This is an optimization exercise on Yosys and OpenROAD, whose aim is small area, a short achievable clock period and few clock cycles, not a production implementation. RTL that was checked went through simulation tests only; none was proved equivalent to the original. Power figures rest on the tool's default switching activity, not on a simulated workload.

the baseline:
==> flow/design.v <==
module SD(
    clk,
    rst_n,
    in_valid,
    in,
    out_valid,
    out
    );
input            clk, rst_n, in_valid;
input      [3:0] in;
output reg       out_valid;
output reg [3:0] out;
localparam P_IN  = 2'd0;     
localparam P_SLV = 2'd1;     
localparam P_OUT = 2'd2;     
reg  [1:0] phase;
wire       ph_in  = (phase == P_IN);
wire       ph_out = (phase == P_OUT);
reg [1:0] xo, xs, yo, ys;
wire last_x   = (xo == 2'd2) & (xs == 2'd2);
wire last_y   = (yo == 2'd2) & (ys == 2'd2);
wire first_x  = (xo == 2'd0) & (xs == 2'd0);
wire first_y  = (yo == 2'd0) & (ys == 2'd0);
wire last_in  = in_valid & last_x & last_y;      
wire is_blank = in_valid & (in == 4'd0);
wire [8:0] din;
genvar g;
generate
    for (g = 0; g < 9; g = g + 1) begin : g_din
        assign din[g] = (in == g + 1);
    end
endgenerate
reg [8:0] colr [0:8];
wire [8:0] col_old = first_y ? 9'd0 : colr[8];
integer i;
always @(posedge clk) begin
    colr[0] <= col_old | din;
    for (i = 1; i < 9; i = i + 1)
        colr[i] <= colr[i-1];
end
reg [8:0] boxm [0:2];
wire box_new = (yo == 2'd0) & (xo == 2'd0);
generate
    for (g = 0; g < 3; g = g + 1) begin : g_box
        always @(posedge clk)
            if (xs == g)
                boxm[g] <= (box_new ? 9'd0 : boxm[g]) | din;
    end
endgenerate
wire [8:0] box_old = box_new ? 9'd0 : boxm[xs];
reg [8:0] rowm;
wire [8:0] row_old = first_x ? 9'd0 : rowm;
always @(posedge clk)
    rowm <= row_old | din;
reg  [8:0] ex;               
wire [8:0] slot = {ex[7:0], 1'b1} & ~ex;
reg [8:0] cand  [0:8];       
reg [1:0] bxs   [0:8];       
reg [1:0] bxo   [0:8];
reg [8:0] inrow;             
reg [8:0] inband;            
wire [8:0] related;          
wire [8:0] new_cand = ~(col_old | box_old | row_old);
generate
    for (g = 0; g < 9; g = g + 1) begin : g_blank
        wire same_stack = (bxs[g] == xs);
        assign related[g] = inrow[g] | (inband[g] & same_stack) | (same_stack & (bxo[g] == xo));
        always @(posedge clk) begin
            if (slot[g]) begin
                cand[g]   <= new_cand;
                bxs[g]    <= xs;
                bxo[g]    <= xo;
                inrow[g]  <= ~last_x;
                inband[g] <= ~(last_x & (yo == 2'd2));
            end
            else begin
                if (related[g] & ph_in)
                    cand[g] <= cand[g] & ~din;
                if (last_x)
                    inrow[g] <= 1'b0;
                if (last_x & (yo == 2'd2))
                    inband[g] <= 1'b0;
            end
        end
    end
endgenerate
reg [35:0] relt;
generate
    for (g = 1; g < 9; g = g + 1) begin : g_rel
        always @(posedge clk)
            if (slot[g]) relt[g*(g-1)/2 +: g] <= related[g-1:0];
    end
endgenerate
reg  [8:0] val [0:8];        
reg  [9:0] cur;              
reg        retry;            
reg        ph_b;             
reg  [8:0] avail_r;          
reg  [8:0] jmp_r;            
wire [8:0] below;
assign below[0] = |cur[9:1];
generate
    for (g = 1; g < 9; g = g + 1) begin : g_below
        assign below[g] = below[g-1] & ~cur[g];
    end
endgenerate
wire [8:0] viol;
wire [8:0] jmp;
generate
    for (g = 0; g < 9; g = g + 1) begin : g_viol
        assign viol[g] = below[g] & ~|(val[g] & cand[g]);
        if (g == 0) begin : g0
            assign jmp[g] = viol[g];
        end else begin : gn
            assign jmp[g] = viol[g] & ~|viol[g-1:0];
        end
    end
endgenerate
wire any_viol = |viol;
wire [8:0] jmp_now = jmp_r & (below | cur[8:0]);
wire       do_jmp  = |jmp_now;
reg  [8:0] cand_c;
reg  [8:0] rel_c;
reg  [8:0] val_c;
always @(*) begin
    cand_c = 9'd0;
    rel_c  = 9'd0;
    val_c  = (cur[9] ? val[0] : 9'd0);
    for (i = 0; i < 9; i = i + 1) begin
        cand_c = cand_c | ({9{cur[i]}} & cand[i]);
        val_c  = val_c  | ({9{cur[i]}} & val[i]);
    end
    for (i = 1; i < 9; i = i + 1)
        rel_c  = rel_c  | ({9{cur[i]}} & ({9'd0, relt} >> (i*(i-1)/2)) & ((9'd1 << i) - 9'd1));
end
reg [8:0] used;
always @(*) begin
    used = 9'd0;
    for (i = 0; i < 8; i = i + 1)
        used = used | ({9{rel_c[i]}} & val[i]);
end
wire [8:0] above;
assign above[0] = ~retry;
generate
    for (g = 1; g < 9; g = g + 1) begin : g_above
        assign above[g] = ~retry | (|val_c[g-1:0]);
    end
endgenerate
wire [8:0] avail = cand_c & ~used & above;
always @(posedge clk)
    avail_r <= avail;
wire [8:0] pick;              
assign pick[0] = avail_r[0];
generate
    for (g = 1; g < 9; g = g + 1) begin : g_pick
        assign pick[g] = avail_r[g] & ~|avail_r[g-1:0];
    end
endgenerate
wire found = |avail_r;
wire can_step = |(cur[8:0] & ex);
wire stepped  = ~ph_out & ~do_jmp & ph_b;
wire done = (phase == P_SLV) & cur[9] & ~any_viol;
always @(posedge clk or negedge rst_n) begin
    if (!rst_n) begin
        cur    <= 10'd1;
        retry  <= 1'b0;
        ph_b   <= 1'b0;
        jmp_r  <= 9'd0;
    end
    else begin
        jmp_r  <= ph_out ? 9'd0 : jmp;
        ph_b   <= ~ph_out & ~do_jmp & ~ph_b & can_step;
        if (ph_out) begin
            cur   <= cur[9] ? 10'd1 : {cur[8:0], 1'b0};
            retry <= 1'b0;
        end
        else if (done) begin
            cur   <= 10'd2;
            retry <= 1'b0;
        end
        else if (do_jmp) begin
            cur   <= {1'b0, jmp_now};
            retry <= 1'b1;
        end
        else if (ph_b) begin
            cur   <= found ? {cur[8:0], 1'b0} : {1'b0, cur[9:1]};
            retry <= ~found;
        end
    end
end
generate
    for (g = 0; g < 9; g = g + 1) begin : g_val
        always @(posedge clk)
            if (cur[g] & stepped)
                val[g] <= pick;
    end
endgenerate
always @(posedge clk or negedge rst_n)
    if (!rst_n) ex <= 9'd0;
    else if (done) ex <= 9'd0;
    else if (is_blank) ex <= ex | slot;
always @(posedge clk or negedge rst_n) begin
    if (!rst_n)
        phase <= P_IN;
    else case (phase)
        P_IN:    if (last_in) phase <= P_SLV;
        P_SLV:   if (done) phase <= P_OUT;
        default: if (cur[9]) phase <= P_IN;
    endcase
end
always @(posedge clk or negedge rst_n) begin
    if (!rst_n) begin
        xo <= 2'd0; xs <= 2'd0; yo <= 2'd0; ys <= 2'd0;
    end
    else if (in_valid) begin
        xo <= (xo == 2'd2) ? 2'd0 : xo + 2'd1;
        if (xo == 2'd2) begin
            xs <= (xs == 2'd2) ? 2'd0 : xs + 2'd1;
            if (xs == 2'd2) begin
                yo <= (yo == 2'd2) ? 2'd0 : yo + 2'd1;
                if (yo == 2'd2)
                    ys <= (ys == 2'd2) ? 2'd0 : ys + 2'd1;
            end
        end
    end
end
wire emit = done | (ph_out & ~cur[9]);
always @(posedge clk or negedge rst_n) begin
    if (!rst_n) begin
        out_valid <= 1'b0;
        out       <= 4'd0;
    end
    else begin
        out_valid <= emit;
        out       <= emit ? {val_c[7] | val_c[8],
                             val_c[3] | val_c[4] | val_c[5] | val_c[6],
                             val_c[1] | val_c[2] | val_c[5] | val_c[6],
                             val_c[0] | val_c[2] | val_c[4] | val_c[6] | val_c[8]} : 4'd0;
    end
end
endmodule
==> flow/config.mk <==
export PLATFORM = sky130hd
export DESIGN_NAME = SD
export DESIGN_NICKNAME = SD
export VERILOG_FILES = /design/flow/design.v
export SDC_FILE = /design/flow/constraint.sdc
export NUM_CORES = 4
export LEC_CHECK = 0
export ABC_CLOCK_PERIOD_IN_PS = 3000
export CAP_MARGIN = 20
export CORE_MARGIN = 2
export CORE_UTILIZATION = 60
export CTS_BUF_LIST = sky130_fd_sc_hd__clkbuf_16
export CTS_CLUSTER_DIAMETER = 100
export CTS_CLUSTER_SIZE = 24
export SLEW_MARGIN = 20
==> flow/constraint.sdc <==
create_clock -name core_clock -period 8.5 [get_ports {clk}]
set_input_delay 1.7000 -clock core_clock [delete_from_list [all_inputs] [get_ports {clk}]]
set_output_delay 1.7000 -clock core_clock [all_outputs]
set_load 0.01 [all_outputs]
standard.sh (not shown) runs the stock make flow with config.mk's settings and CLKGATE_MAP_FILE= SYNTH_SCRIPT=/design/flow/synth_recipe.tcl, a recipe that flattens the netlist after the stock synthesis.
==> flow/flow/run.sh <==
#!/bin/bash
# The standard layout, with two changes to how it is made:
#  - port buffers are buf_2 cells (buffer_ports would otherwise pick a delay cell)
#  - timing repair aims past the target period (the clock period is unchanged)
set -euo pipefail
MARGIN=$(cat flow/margin.txt)
bash standard.sh finish \
  "BUFFER_PORTS_ARGS=-buffer_cell sky130_fd_sc_hd__buf_2" \
  "SETUP_SLACK_MARGIN=${MARGIN}" > standard.log 2>&1
==> flow/flow/margin.txt <==
5.5
Relative to the baseline, the following input files were edited for the candidate:
--- a/flow/design.v
+++ b/flow/design.v
@@ -94,8 +94,7 @@
 reg  [8:0] val [0:8];        
 reg  [9:0] cur;              
 reg        retry;            
-reg        ph_b;             
-reg  [8:0] avail_r;          
+reg        fail_r;           
 reg  [8:0] jmp_r;            
 wire [8:0] below;
 assign below[0] = |cur[9:1];
@@ -147,29 +146,27 @@
     end
 endgenerate
 wire [8:0] avail = cand_c & ~used & above;
-always @(posedge clk)
-    avail_r <= avail;
 wire [8:0] pick;              
-assign pick[0] = avail_r[0];
+assign pick[0] = avail[0];
 generate
     for (g = 1; g < 9; g = g + 1) begin : g_pick
-        assign pick[g] = avail_r[g] & ~|avail_r[g-1:0];
-    end
-endgenerate
-wire found = |avail_r;
+        assign pick[g] = avail[g] & ~|avail[g-1:0];
+    end
+endgenerate
+wire found = |avail;
 wire can_step = |(cur[8:0] & ex);
-wire stepped  = ~ph_out & ~do_jmp & ph_b;
-wire done = (phase == P_SLV) & cur[9] & ~any_viol;
+wire stepped  = ~ph_out & ~do_jmp & ~fail_r & can_step;
+wire done = (phase == P_SLV) & cur[9] & ~fail_r & ~any_viol;
 always @(posedge clk or negedge rst_n) begin
     if (!rst_n) begin
         cur    <= 10'd1;
         retry  <= 1'b0;
-        ph_b   <= 1'b0;
+        fail_r <= 1'b0;
         jmp_r  <= 9'd0;
     end
     else begin
+        fail_r <= stepped & ~found;
         jmp_r  <= ph_out ? 9'd0 : jmp;
-        ph_b   <= ~ph_out & ~do_jmp & ~ph_b & can_step;
         if (ph_out) begin
             cur   <= cur[9] ? 10'd1 : {cur[8:0], 1'b0};
             retry <= 1'b0;
@@ -182,9 +179,13 @@
             cur   <= {1'b0, jmp_now};
             retry <= 1'b1;
         end
-        else if (ph_b) begin
-            cur   <= found ? {cur[8:0], 1'b0} : {1'b0, cur[9:1]};
-            retry <= ~found;
+        else if (fail_r) begin
+            cur   <= {2'b0, cur[9:2]};
+            retry <= 1'b1;
+        end
+        else if (can_step) begin
+            cur   <= {cur[8:0], 1'b0};
+            retry <= 1'b0;
         end
     end
 end
### Flow results
Against the baseline as the reference, the candidate delivers a lower post-placement setup slack. Power density of the placed cells: the candidate vs the baseline up 1.1%. Diff the baseline -> the candidate | core area | decrease of 2.7%. When the final numbers for the baseline and the candidate were put side by side, the sequential cell fraction of total power turned out to be smaller in the candidate. In the tables for the baseline and the candidate, area after synthesis reads higher with the baseline. When the candidate is measured against the baseline, its routed wire length turns out 1.9% lower.
Testbench counts of the candidate, summed over its fixed seeds: cycles 28,838.
The RTL of the baseline was laid out without a check of its function.

==> re-timing with driven ports <==
No port has a modelled driver above. Below, the same layouts with a new extraction and two added sets of constraints.
Step 1 assumes that a clkbuf_16 drives the clock port and a buf_2 every other input.
Step 2, shift: input delay + t, output delay - t, t = (earliest + latest rising clock arrival at the registers) / 2. This alone moves slack from input paths to output paths.
a / b / c = ideal ports / drivers / drivers and shift; a / b = the first two.
run | shift t [ns] | slack for setup (ns) | worst setup path after step 2
the baseline | 0.594 | 5.509 / 5.510 / 5.102 | input to register
the candidate | 0.591 | 5.541 / 5.541 / 5.151 | input to register
After both steps setup and hold are still met in every run listed. The setup slack of the baseline, which loses most, moves by +0.001 ns with the drivers and by -0.407 ns with both steps.
